This is an optimization exercise on Yosys and OpenROAD, whose aim is small area, a short achievable clock period and few clock cycles, not a production implementation.
Only simulation tests tie the RTL to the original design; equivalence was not proved.

--- flow/constraint.sdc ---
create_clock -name core_clock -period 18.0 [get_ports {clk}]
set_input_delay 3.6000 -clock core_clock [delete_from_list [all_inputs] [get_ports {clk}]]
set_output_delay 3.6000 -clock core_clock [all_outputs]
set_load 0.01 [all_outputs]
--- flow/run.sh ---
#!/bin/bash
# synth_recipe.tcl (not shown) runs the flow's synth.tcl, then flattens the netlist and writes it again
# the make line also repeats each setting of config.mk as NAME=value (left out here)
make -C /OpenROAD-flow-scripts/flow DESIGN_CONFIG=/design/flow/config.mk WORK_HOME=/design/flow/orfs CLKGATE_MAP_FILE= SYNTH_SCRIPT=/design/flow/synth_recipe.tcl finish
--- flow/config.mk ---
export PLATFORM = sky130hd
export DESIGN_NAME = berexp_x
export DESIGN_NICKNAME = berexp_x
export VERILOG_FILES = /design/flow/design.v
export SDC_FILE = /design/flow/constraint.sdc
export NUM_CORES = 4
export LEC_CHECK = 0
export CAP_MARGIN = 20
export CORE_MARGIN = 2
export CORE_UTILIZATION = 40
export PLACE_DENSITY = 0.55
export SETUP_SLACK_MARGIN = 0.8
export SLEW_MARGIN = 20
--- flow/design.v ---
module berexp_x (
    input  logic        clk,
    input  logic        rst_n,
    input  logic        valid,
    input  logic        b,
    input  logic [4:0]  z0,
    input  logic [71:0] r_72,
    input  logic [71:0] sqr2_isigma,
    output logic [62:0] z_63,
    output logic [5:0]  s_6,
    output logic        done
);
    localparam int W   = 9;                     
    localparam int MW  = 81 + W;                
    localparam int K1  = (72 + W - 1) / W + 1;  
    localparam int O1  = W * (K1 - 1) - 72;     
    localparam int K2  = (72 + W - 1) / W;      
    localparam int O2  = W * K2 - 72;           
    localparam int K3  = (45 + W - 1) / W;      
    localparam int SB  = 116 - W * (K3 - 1);    
    localparam int S_SQ  = 1;
    localparam int S_M2  = S_SQ + K1;
    localparam int S_T   = S_M2 + K2;
    localparam int S_M3  = S_T + 1;
    localparam int S_RR  = S_M3 + K3;
    localparam int S_END = S_RR + 1;
    localparam logic [80:0] NC1  = 81'h1ffb2c1d0f9f110000000;  
    localparam logic [80:0] NLN2 = 81'h1ff4e8de8082e30000000;  
    localparam logic [W*K3-1:0] KI = (W*K3)'(45'h171547652b82);  
    logic [5:0]    st;
    logic [80:0]   a_reg;
    logic [W-1:0]  d_reg;
    logic [MW-1:0] acc;
    logic [80:0]     zr;
    logic [W*K1-1:0] zr_sh;
    logic [W*K2-1:0] isg_sh;
    logic [8:0]      z0sq;
    assign zr     = {(b ? {4'b0, z0} + 9'h1ff : {4'b0, z0}), r_72 ^ {72{b}}};
    assign zr_sh  = (W*K1)'(zr) << O1;
    assign isg_sh = (W*K2)'(sqr2_isigma) << O2;
    always_comb begin
        case (z0)
            5'd1: z0sq = 9'd1;
            5'd2: z0sq = 9'd4;
            5'd3: z0sq = 9'd9;
            5'd4: z0sq = 9'd16;
            5'd5: z0sq = 9'd25;
            5'd6: z0sq = 9'd36;
            5'd7: z0sq = 9'd49;
            5'd8: z0sq = 9'd64;
            5'd9: z0sq = 9'd81;
            5'd10: z0sq = 9'd100;
            5'd11: z0sq = 9'd121;
            5'd12: z0sq = 9'd144;
            5'd13: z0sq = 9'd169;
            5'd14: z0sq = 9'd196;
            5'd15: z0sq = 9'd225;
            5'd16: z0sq = 9'd256;
            5'd17: z0sq = 9'd289;
            5'd18: z0sq = 9'd324;
            default: z0sq = 9'd0;
        endcase
    end
    logic          c_fb_sh, c_fb_x, c_a_c1, c_a_ln2;
    logic [80:0]   a_eff;
    logic [MW-1:0] fb;
    logic [MW-1:0] mac;
    always_comb begin
        a_eff = c_a_c1 ? NC1 : (c_a_ln2 ? NLN2 : a_reg);
        fb    = c_fb_sh ? acc >> W : (c_fb_x ? MW'(a_reg) : '0);
    end
    localparam int NR = 4;
    localparam logic [MW-1:0] BC = MW'(0) - (MW'(1) << 82) - (MW'(1) << 84)
                                   - (MW'(1) << 86) - (MW'(1) << 88);
    logic [W:0]    dx;
    logic [MW-1:0] row [0:NR];
    logic [MW-1:0] negs;
    assign dx = {1'b0, d_reg};
    always_comb begin
        negs = '0;
        for (int j = 0; j <= NR; j++) begin
            logic b0, b1, b2, one, two, neg;
            logic [81:0] sel;
            b0  = (j == 0) ? 1'b0 : dx[2*j-1];
            b1  = dx[2*j];
            b2  = dx[2*j+1];
            one = b1 ^ b0;
            two = (b2 & ~b1 & ~b0) | (~b2 & b1 & b0);
            neg = b2 & ~(b1 & b0);
            sel = ({1'b0, a_eff} & {82{one}}) | ({a_eff, 1'b0} & {82{two}});
            if (j < NR) begin
                row[j] = MW'({~neg, sel ^ {82{neg}}}) << (2*j);
                negs[2*j] = neg;
            end else begin
                row[j] = MW'(sel) << (2*j);
            end
        end
    end
    assign mac = fb + row[0] + row[1] + row[2] + row[3] + row[4] + negs + BC;
    logic [W-1:0] d_nxt;
    always_comb begin
        d_nxt = '0;
        if (st == 0)
            d_nxt = zr_sh[W-1:0];
        for (int k = 1; k < K1; k++)
            if (st == S_SQ + k - 1) d_nxt = zr_sh[k*W +: W];
        if (st == S_M2 - 1) d_nxt = isg_sh[W-1:0];
        for (int k = 1; k < K2; k++)
            if (st == S_M2 + k - 1) d_nxt = isg_sh[k*W +: W];
        if (st == S_T - 1) d_nxt = W'(z0sq);
        if (st == S_M3 - 1) d_nxt = KI[W-1:0];
        for (int k = 1; k < K3; k++)
            if (st == S_M3 + k - 1) d_nxt = KI[k*W +: W];
        if (st == S_RR - 1) d_nxt = W'(mac[SB+7:SB]);
    end
    always_ff @(posedge clk) begin
        acc   <= mac;
        d_reg <= d_nxt;
        if (st == 0)
            a_reg <= zr;
        else if (st == S_M2 - 1 || st == S_T)
            a_reg <= mac[80:0];
    end
    logic [5:0] st_n;
    always_comb begin
        if (!valid)           st_n = '0;
        else if (st != S_END) st_n = st + 6'd1;
        else                  st_n = st;
    end
    always_ff @(posedge clk) begin
        c_fb_sh <= (st_n > S_SQ && st_n < S_M2) || (st_n > S_M2 && st_n <= S_T)
                || (st_n > S_M3 && st_n < S_RR);
        c_fb_x  <= (st_n == S_RR);
        c_a_c1  <= (st_n == S_T);
        c_a_ln2 <= (st_n == S_RR);
    end
    always_ff @(posedge clk or negedge rst_n) begin
        if (!rst_n) begin
            st   <= '0;
            done <= 1'b0;
        end else begin
            done <= valid && (st == S_RR - 1);
            st   <= st_n;
        end
    end
    assign s_6  = (d_reg[7:6] != 2'b00) ? 6'd63 : d_reg[5:0];
    assign z_63 = acc[71:9];
endmodule
==> results of run 1 <==
==> cell families (layout without fill, tap and decap cells) <==
group | Yosys count | after routing | share of synthesized area
AOI/OAI and AO/OA | 1182 | 1182 | 0.259
xor gates and xnor gates | 412 | 412 | 0.112
adders and majority gates | 444 | 444 | 0.247
buffers and inverters | 849 | 738 | 0.110
DFF | 181 | 181 | 0.139
muxes | 61 | 61 | 0.0193
and+or+nand+nor | 825 | 825 | 0.114
==> cell usage in the layout, fill, tap and decap left out, drive strengths merged, types with 37 or more instances in the layout <==
cell type      synthesis  final
a22oi                276    276
inv                  434    443
nand2                271    271
edfxtp                81     81
fa                   320    320
xor2                  53     53
mux2i                 52     52
a21o                  59     59
o21ai                232    232
ha                   124    124
xnor2                359    359
nand4                 37     37
a21oi                173    173
dfxtp                 93     93
clkdlybuf4s50          0    221
nand3                 54     54
a22o                 162    162
buf                  118     50
nor2                 314    314
==> stage by stage <==
step	std cells	hold WS, ps	cell area, sq um
after floorplan	3954	709	32200
after global placement	4871	832	34300
after detailed placement	4871	840	34300
after CTS	4903	861	34900
after global routing	4903	921	34900
final	4903	846	34900
==> per-layer routing <==
layer | wire [microns] | GRT usage | vias to the layer above
met2 | 59200 | 0.495 | 1782
met4 | 4820 | 0.112 | 2
met3 | 13400 | 0.0673 | 225
met1 | 57300 | 0.453 | 15000
met5 | 14 | 0 | -
li1 | - | - | 13300
==> how the worst max path moves through the flow <==
stage                      endpoint  slack [ps]     start
final                     a_reg[79]        9170  d_reg[1]
after global routing      a_reg[79]        8900  d_reg[1]
after CTS                 a_reg[79]        9350  d_reg[1]
after detailed placement  a_reg[79]        9410  d_reg[1]
after global placement    a_reg[79]        9520  d_reg[1]
after floorplan           a_reg[73]       11670  d_reg[3]
==> area by class of cell <==
type / instances / share of cell area
clock buffer: 18 / 0.0126
inverter: 435 / 0.0468
clock inverter: 14 / 0.00333
multi-input combinational: 2924 / 0.697
timing repair buffer: 271 / 0.0742
tap: 1060 / 0.0380
sequential: 181 / 0.128
==> critical path: cells and delay by family (launching register included) <==
| family | cells | cell delay [ps] |
|---|---|---|
| AOI/OAI and AO/OA | 5 | 1530 |
| and+or+nand+nor | 5 | 1780 |
| adders and majority gates | 5 | 2290 |
| DFF | 1 | 730 |
| buffers and inverters | 5 | 1870 |
| xor gates and xnor gates | 2 | 310 |
==> impl_metrics.env, run 1 <==
export IMPL_synth_edf_count=81
export IMPL_gp_congestion=0.995
export IMPL_clkTransAtPathRegs_ps=80
export IMPL_core_sq_um=80200
export IMPL_cp_arrival_ps=9100
export IMPL_r2r_end="a_reg[79]"
export IMPL_drc=0
export IMPL_setup_viol=0
export IMPL_synth_warnings=2
export IMPL_nFillCells=8138
export IMPL_crit_type="flip-flop to flip-flop"
export IMPL_avgSynthCellArea_sq_um=8.15
export IMPL_dp_slack_ps=9410
export IMPL_end_kind="flip-flop"
export IMPL_skew_ps=13.6
export IMPL_gr_usage_all_layers=0.324
export IMPL_synth_top_cell_by_area="fa_1"
export IMPL_r2r_start="d_reg[1]"
export IMPL_floorplan_initialDensity=0.402
export IMPL_yosys_area_top_type_share=0.199
export IMPL_crit_fanout=51
export IMPL_firstDrtPassIters=6
export IMPL_drtAntennaViolNets=0
export IMPL_cts_buffers=17
export IMPL_grt_pass1_vias=29500
export IMPL_syn_inst=3954
export IMPL_start_kind="flip-flop"
export IMPL_synth_cell_types=99
export IMPL_setup_tns_ps=0
export IMPL_clock_sinks=181
export IMPL_ys_flop_type="dfxtp_1"
export IMPL_port_buffers=222
export IMPL_rows=104
export IMPL_holdPathStages=3
export IMPL_syn_area_sq_um=32200
export IMPL_maxSlewHeadroom=0.299
export IMPL_vias=30400
export IMPL_cts_tree="yes"
export IMPL_min_from="acc[9]"
export IMPL_period_share=0.491
export IMPL_cts_hold_buf=0
export IMPL_synthTopCellsByCount="inv_1, xnor2_1, fa_1"
export IMPL_reg2regPathDepth=22
export IMPL_final_hold_violation_count=0
export IMPL_antenna_cells=0
export IMPL_syn_nets=4551
export IMPL_synthTopCellsByArea="fa_1, xnor2_1, edfxtp_1, a22oi_1, dfxtp_1"
export IMPL_drv_cap=0
export IMPL_clk_latency_ps=510
export IMPL_dieArea_sq_um=82900
export IMPL_clockRootBuffer="clkbuf_16"
export IMPL_worstPathRequired_ps=18270
export IMPL_layout_setup_ws_ps=9170
export IMPL_fin_crit_ps=8830
export IMPL_ys_ff_latch=181
export IMPL_fp_dieH_microns=288
export IMPL_nets=4427
export IMPL_grt_max_degree=74
export IMPL_regArea_sq_um=4480
export IMPL_pin_count=223
export IMPL_vias_per_cell=6.20
export IMPL_outcome="no timing/DRC/antenna violations"
export IMPL_antenna_found_initial=4
export IMPL_place_hpwl_microns=99700
export IMPL_htreeDepth=4
export IMPL_cts_resized=0
export IMPL_dr_first_iter_drc_count=3469
export IMPL_fp_dieW_microns=288
export IMPL_rsz0062_at_grt="false"
export IMPL_worst_slew_pin_slew_ps=1040
export IMPL_path_cells="buf_4, ha_2, buf_4, buf_4, and2_1, a22oi_1, xnor2_1, fa_1, fa_1, inv_1, fa_1, inv_1, ha_1, nand4_2, or4_4, nor3_1, o211ai_1, a2111oi_0, a41oi_1, nand2_1, xor2_1, a21o_1"
export IMPL_wl_per_cell_microns=27.5
export IMPL_grt_overflow=0
export IMPL_fmax_mhz=113
export IMPL_seq_area_frac_synth=0.139
export IMPL_whs_endpoint="a_reg[0]"
export IMPL_synthToLayoutAreaGrowth_pct=8.28
export IMPL_synthArstFlopShare=0.0387
export IMPL_crit_path_top_delay_cell="dfxtp_4"
export IMPL_holdCritPathClass="flip-flop to flip-flop"
export IMPL_final_max_slew_viol_count=0
export IMPL_post_cts_buffers=0
export IMPL_regToRegSetupSlack_ps=9170
export IMPL_cts_buffer_depth=2
export IMPL_max_stage_delay_ps=730
export IMPL_multi_input_area_sq_um=24300
export IMPL_wl_microns=135000
export IMPL_grt_pass1_wl_microns=200000
export IMPL_yosysMostFrequentCell="inv_1"
export IMPL_utilization=0.435
export IMPL_drive_gt1_frac=0.0424
Testbench counts, summed over its fixed seeds: cycles 40,000.
==> inputs of run 2 (changes only) <==
--- a/flow/design.v
+++ b/flow/design.v
@@ -31,3 +31,3 @@
     logic [80:0]   a_reg;
-    logic [W-1:0]  d_reg;
+    logic [5:0]    s6_r;
     logic [MW-1:0] acc;
@@ -74,6 +74,5 @@
                                    - (MW'(1) << 86) - (MW'(1) << 88);
-    logic [W:0]    dx;
+    logic [NR:0]   b_one, b_two, b_neg;      
     logic [MW-1:0] row [0:NR];
     logic [MW-1:0] negs;
-    assign dx = {1'b0, d_reg};
     always_comb begin
@@ -81,14 +80,7 @@
         for (int j = 0; j <= NR; j++) begin
-            logic b0, b1, b2, one, two, neg;
             logic [81:0] sel;
-            b0  = (j == 0) ? 1'b0 : dx[2*j-1];
-            b1  = dx[2*j];
-            b2  = dx[2*j+1];
-            one = b1 ^ b0;
-            two = (b2 & ~b1 & ~b0) | (~b2 & b1 & b0);
-            neg = b2 & ~(b1 & b0);
-            sel = ({1'b0, a_eff} & {82{one}}) | ({a_eff, 1'b0} & {82{two}});
+            sel = ({1'b0, a_eff} & {82{b_one[j]}}) | ({a_eff, 1'b0} & {82{b_two[j]}});
             if (j < NR) begin
-                row[j] = MW'({~neg, sel ^ {82{neg}}}) << (2*j);
-                negs[2*j] = neg;
+                row[j] = MW'({~b_neg[j], sel ^ {82{b_neg[j]}}}) << (2*j);
+                negs[2*j] = b_neg[j];
             end else begin
@@ -115,5 +107,18 @@
     end
+    logic [W:0] dx;
+    assign dx = {1'b0, d_nxt};
+    always_ff @(posedge clk) begin
+        for (int j = 0; j <= NR; j++) begin
+            logic b0, b1, b2;
+            b0 = (j == 0) ? 1'b0 : dx[2*j-1];
+            b1 = dx[2*j];
+            b2 = dx[2*j+1];
+            b_one[j] <= b1 ^ b0;
+            b_two[j] <= (b2 & ~b1 & ~b0) | (~b2 & b1 & b0);
+            b_neg[j] <= b2 & ~(b1 & b0);
+        end
+    end
     always_ff @(posedge clk) begin
         acc   <= mac;
-        d_reg <= d_nxt;
+        s6_r  <= (mac[SB+7:SB+6] != 2'b00) ? 6'd63 : mac[SB+5:SB];
         if (st == 0)
@@ -145,3 +150,3 @@
     end
-    assign s_6  = (d_reg[7:6] != 2'b00) ? 6'd63 : d_reg[5:0];
+    assign s_6  = s6_r;
     assign z_63 = acc[71:9];
==> flow/flow/run.sh (new file) <==
#!/bin/bash
# The standard layout (standard synthesis, floorplan, placement, CTS,
# routing), with one change: the timing repair steps aim for a setup slack
# of 11 ns at the design's 18 ns clock, so that the resizer works on the
# design's real critical paths instead of stopping once 18 ns is met.
# The clock period and the SDC constraints are those of the design.
set -euo pipefail
bash standard.sh SETUP_SLACK_MARGIN=11 finish > standard_flow.log 2>&1
==> flow/standard.sh (new file) <==
#!/bin/bash
# synth_recipe.tcl (not shown) runs the flow's synth.tcl, then flattens the netlist and writes it again
# the make line also repeats each setting of config.mk as NAME=value (left out here)
make -C /OpenROAD-flow-scripts/flow DESIGN_CONFIG=/design/flow/config.mk WORK_HOME=/design/flow/orfs CLKGATE_MAP_FILE= SYNTH_SCRIPT=/design/flow/synth_recipe.tcl "${@:-finish}"
--- a/flow/config.mk
+++ b/flow/config.mk
@@ -11,3 +11,2 @@
 export PLACE_DENSITY = 0.55
-export SETUP_SLACK_MARGIN = 0.8
 export SLEW_MARGIN = 20
removed: flow/run.sh
==> impl_metrics.env, run 2 <==
export IMPL_start_kind="flip-flop"
export IMPL_synth_edf_count=81
export IMPL_reg2regPathDepth=23
export IMPL_ys_ff_latch=192
export IMPL_synthTopCellsByCount="inv_1, xnor2_1, a22oi_1"
export IMPL_r2r_end="a_reg[58]"
export IMPL_crit_fanout=49
export IMPL_fp_dieW_microns=287
export IMPL_gp_congestion=0.972
export IMPL_vias_per_cell=6.12
export IMPL_grt_pass1_wl_microns=196000
export IMPL_setup_viol=0
export IMPL_synth_warnings=2
export IMPL_r2r_start="c_a_ln2"
export IMPL_setup_tns_ps=0
export IMPL_outcome="no timing/DRC/antenna violations"
export IMPL_wl_microns=131000
export IMPL_final_hold_violation_count=0
export IMPL_grt_pass1_vias=29500
export IMPL_period_share=0.379
export IMPL_worstPathRequired_ps=18270
export IMPL_pin_count=223
export IMPL_drv_cap=0
export IMPL_clockRootBuffer="clkbuf_16"
export IMPL_synthArstFlopShare=0.0365
export IMPL_fp_dieH_microns=287
export IMPL_gr_usage_all_layers=0.317
export IMPL_final_max_slew_viol_count=0
export IMPL_floorplan_initialDensity=0.404
export IMPL_synth_top_cell_by_area="fa_1"
export IMPL_synth_cell_types=97
export IMPL_place_hpwl_microns=96400
export IMPL_nets=4350
export IMPL_drive_gt1_frac=0.0480
export IMPL_cts_tree="yes"
export IMPL_fin_crit_ps=6830
export IMPL_syn_area_sq_um=31900
export IMPL_cp_startpoint="c_a_ln2"
export IMPL_yosysMostFrequentCell="inv_1"
export IMPL_cts_buffers=17
export IMPL_rows=103
export IMPL_fmax_mhz=146
export IMPL_ys_flop_type="dfxtp_1"
export IMPL_firstDrtPassIters=9
export IMPL_crit_type="flip-flop to flip-flop"
export IMPL_whs_endpoint="a_reg[0]"
export IMPL_cts_hold_buf=0
export IMPL_avgSynthCellArea_sq_um=8.27
export IMPL_vias=29500
export IMPL_syn_inst=3863
export IMPL_maxSlewHeadroom=0.262
export IMPL_seq_area_frac_synth=0.147
export IMPL_drc=0
export IMPL_yosys_area_top_type_share=0.201
export IMPL_core_sq_um=79000
export IMPL_drtAntennaViolNets=0
export IMPL_htreeDepth=4
export IMPL_syn_nets=4459
export IMPL_clock_sinks=192
export IMPL_synthToLayoutAreaGrowth_pct=9.36
export IMPL_layout_commonest_cell="inv_1"
export IMPL_min_from="acc[9]"
export IMPL_clk_latency_ps=520
export IMPL_layout_common_cells="inv_1, xnor2_1, a22oi_1"
export IMPL_holdPathStages=2
export IMPL_port_buffers=222
export IMPL_wl_per_cell_microns=27.2
export IMPL_cp_arrival_ps=7090
export IMPL_grt_overflow=0
export IMPL_regToRegSetupSlack_ps=11170
export IMPL_dieArea_sq_um=82100
export IMPL_rsz0062_at_grt="false"
export IMPL_holdCritPathClass="flip-flop to flip-flop"
export IMPL_end_kind="flip-flop"
export IMPL_cts_buffer_depth=2
export IMPL_skew_ps=13.5
export IMPL_worst_slew_pin_slew_ps=1110
export IMPL_clkTransAtPathRegs_ps=80
export IMPL_dr_first_iter_drc_count=3409
export IMPL_grt_max_degree=88
export IMPL_antenna_found_initial=8
export IMPL_synthTopCellsByArea="fa_1, xnor2_1, a22oi_1, edfxtp_1, dfxtp_1"
-- run 2: cell types whose count changed in the layout (fill, tap and decap cells not counted), moves of 28 or more --
cell,previous run,this run
a22o_1,162,110
a22oi_1,276,339
mux2i_1,52,7
nand2_1,271,243
o21ai_0,220,171
xor2_1,52,107
-- run 2: timing repair --
action | in CTS | in global routing
setup endpoints to repair | 125 | 40
setup buffers | 2 | 4
resized for setup | 26 | 29
gates cloned | 2 | 0
pin swaps | 2 | 1
-- run 2: cell type report --
cell class | count | area, sq um
fillers | 7995 | 44100
diodes | 2 | 5.00
clock buffers | 22 | 495
inverters | 443 | 1670
flip-flops and latches | 192 | 4720
multi-input cells | 2827 | 23900
repair buffers | 273 | 2710
clock inverters | 10 | 86.3
well taps | 1050 | 1310
-- run 2: metal layers --
| layer | global-route usage | vias to the layer above | share of wire |
|---|---|---|---|
| met1 | 0.436 | 14500 | 0.42 |
| li1 | - | 12900 | - |
| met4 | 0.104 | 2 | 0.034 |
| met5 | 0 | - | 0.000099 |
| met2 | 0.497 | 1800 | 0.45 |
| met3 | 0.0649 | 244 | 0.099 |
-- run 2: kinds of logic (layout without fill, tap and decap cells) --
logic type / Yosys count / in the layout / synth area share
flip-flops: 192 / 192 / 0.147
AND/OR/NAND/NOR: 779 / 781 / 0.110
other: 0 / 2 / 0
adder cells (fa/ha/maj): 443 / 443 / 0.249
buffers and inverters: 846 / 748 / 0.109
multiplexers: 16 / 16 / 0.00537
AO/OA/AOI/OAI: 1096 / 1096 / 0.244
XOR/XNOR: 491 / 491 / 0.135
-- run 2: metrics by stage --
step | hold slack [ps] | cells | area, sq um | util | worst slack [ps]
3_5_place_dp | 733 | 4777 | 34000 | 0.431 | 9830
5_1_grt | 857 | 4818 | 34900 | 0.442 | 11000
6_report | 800 | 4819 | 34900 | 0.442 | 11170
4_1_cts | 776 | 4813 | 34700 | 0.440 | 11010
2_1_floorplan | 606 | 3863 | 31900 | - | 12060
3_3_place_gp | 759 | 4777 | 34000 | 0.431 | 9950
-- run 2: worst max path at each step --
stage,endpoint,slack [ps]
CTS,b_two[3],11010
floorplan,b_one[3],12060
finish,a_reg[58],11170
global placement,b_one[1],9950
global route,a_reg[75],11000
detailed placement,b_one[1],9830
-- run 2: critical path, cell delays in order, from the launching register on --
cell and delay [ps]:
dfxtp_2 450, buf_12 270, clkinvlp_4 150, buf_4 190
nor2_4 160, buf_12 290, a22o_1 250, fa_1 470
fa_1 510, inv_1 50, fa_1 470, inv_1 40
ha_1 360, a21oi_1 280, o21ai_0 160, a221oi_1 350
nand2b_1 150, o21ba_2 260, a21oi_1 520, o21bai_1 180
a21oi_1 310, o21bai_1 130, xor2_1 190, mux2_2 280
Testbench counts of run 2, summed over its fixed seeds: cycles 40,000.

[re-timing with driven ports]
Ports are ideal in the flow. The routed layouts listed here were re-timed in OpenROAD.
Step 1 assumes that a clkbuf_16 drives the clock port and a buf_2 every other input.
Step 2, shift: input delay + t, output delay - t, t = (earliest + latest rising clock arrival at the registers) / 2. This alone moves slack from input paths to output paths.
Slacks: no drivers / after step 1 / after step 2; pairs: no drivers / after step 1.
run	t, ns	slack for setup (ns)	hold slack, ns
run 1	0.566	9.165 / 9.165 / 9.165	0.846 / 0.846 / 0.846
run 2	0.579	11.171 / 11.171 / 10.965	0.800 / 0.800 / 0.800
After both steps setup and hold are still met in every run listed. For run 2, which loses most, drivers alone change the setup slack by 0.000 ns; drivers and shift together by -0.206 ns.
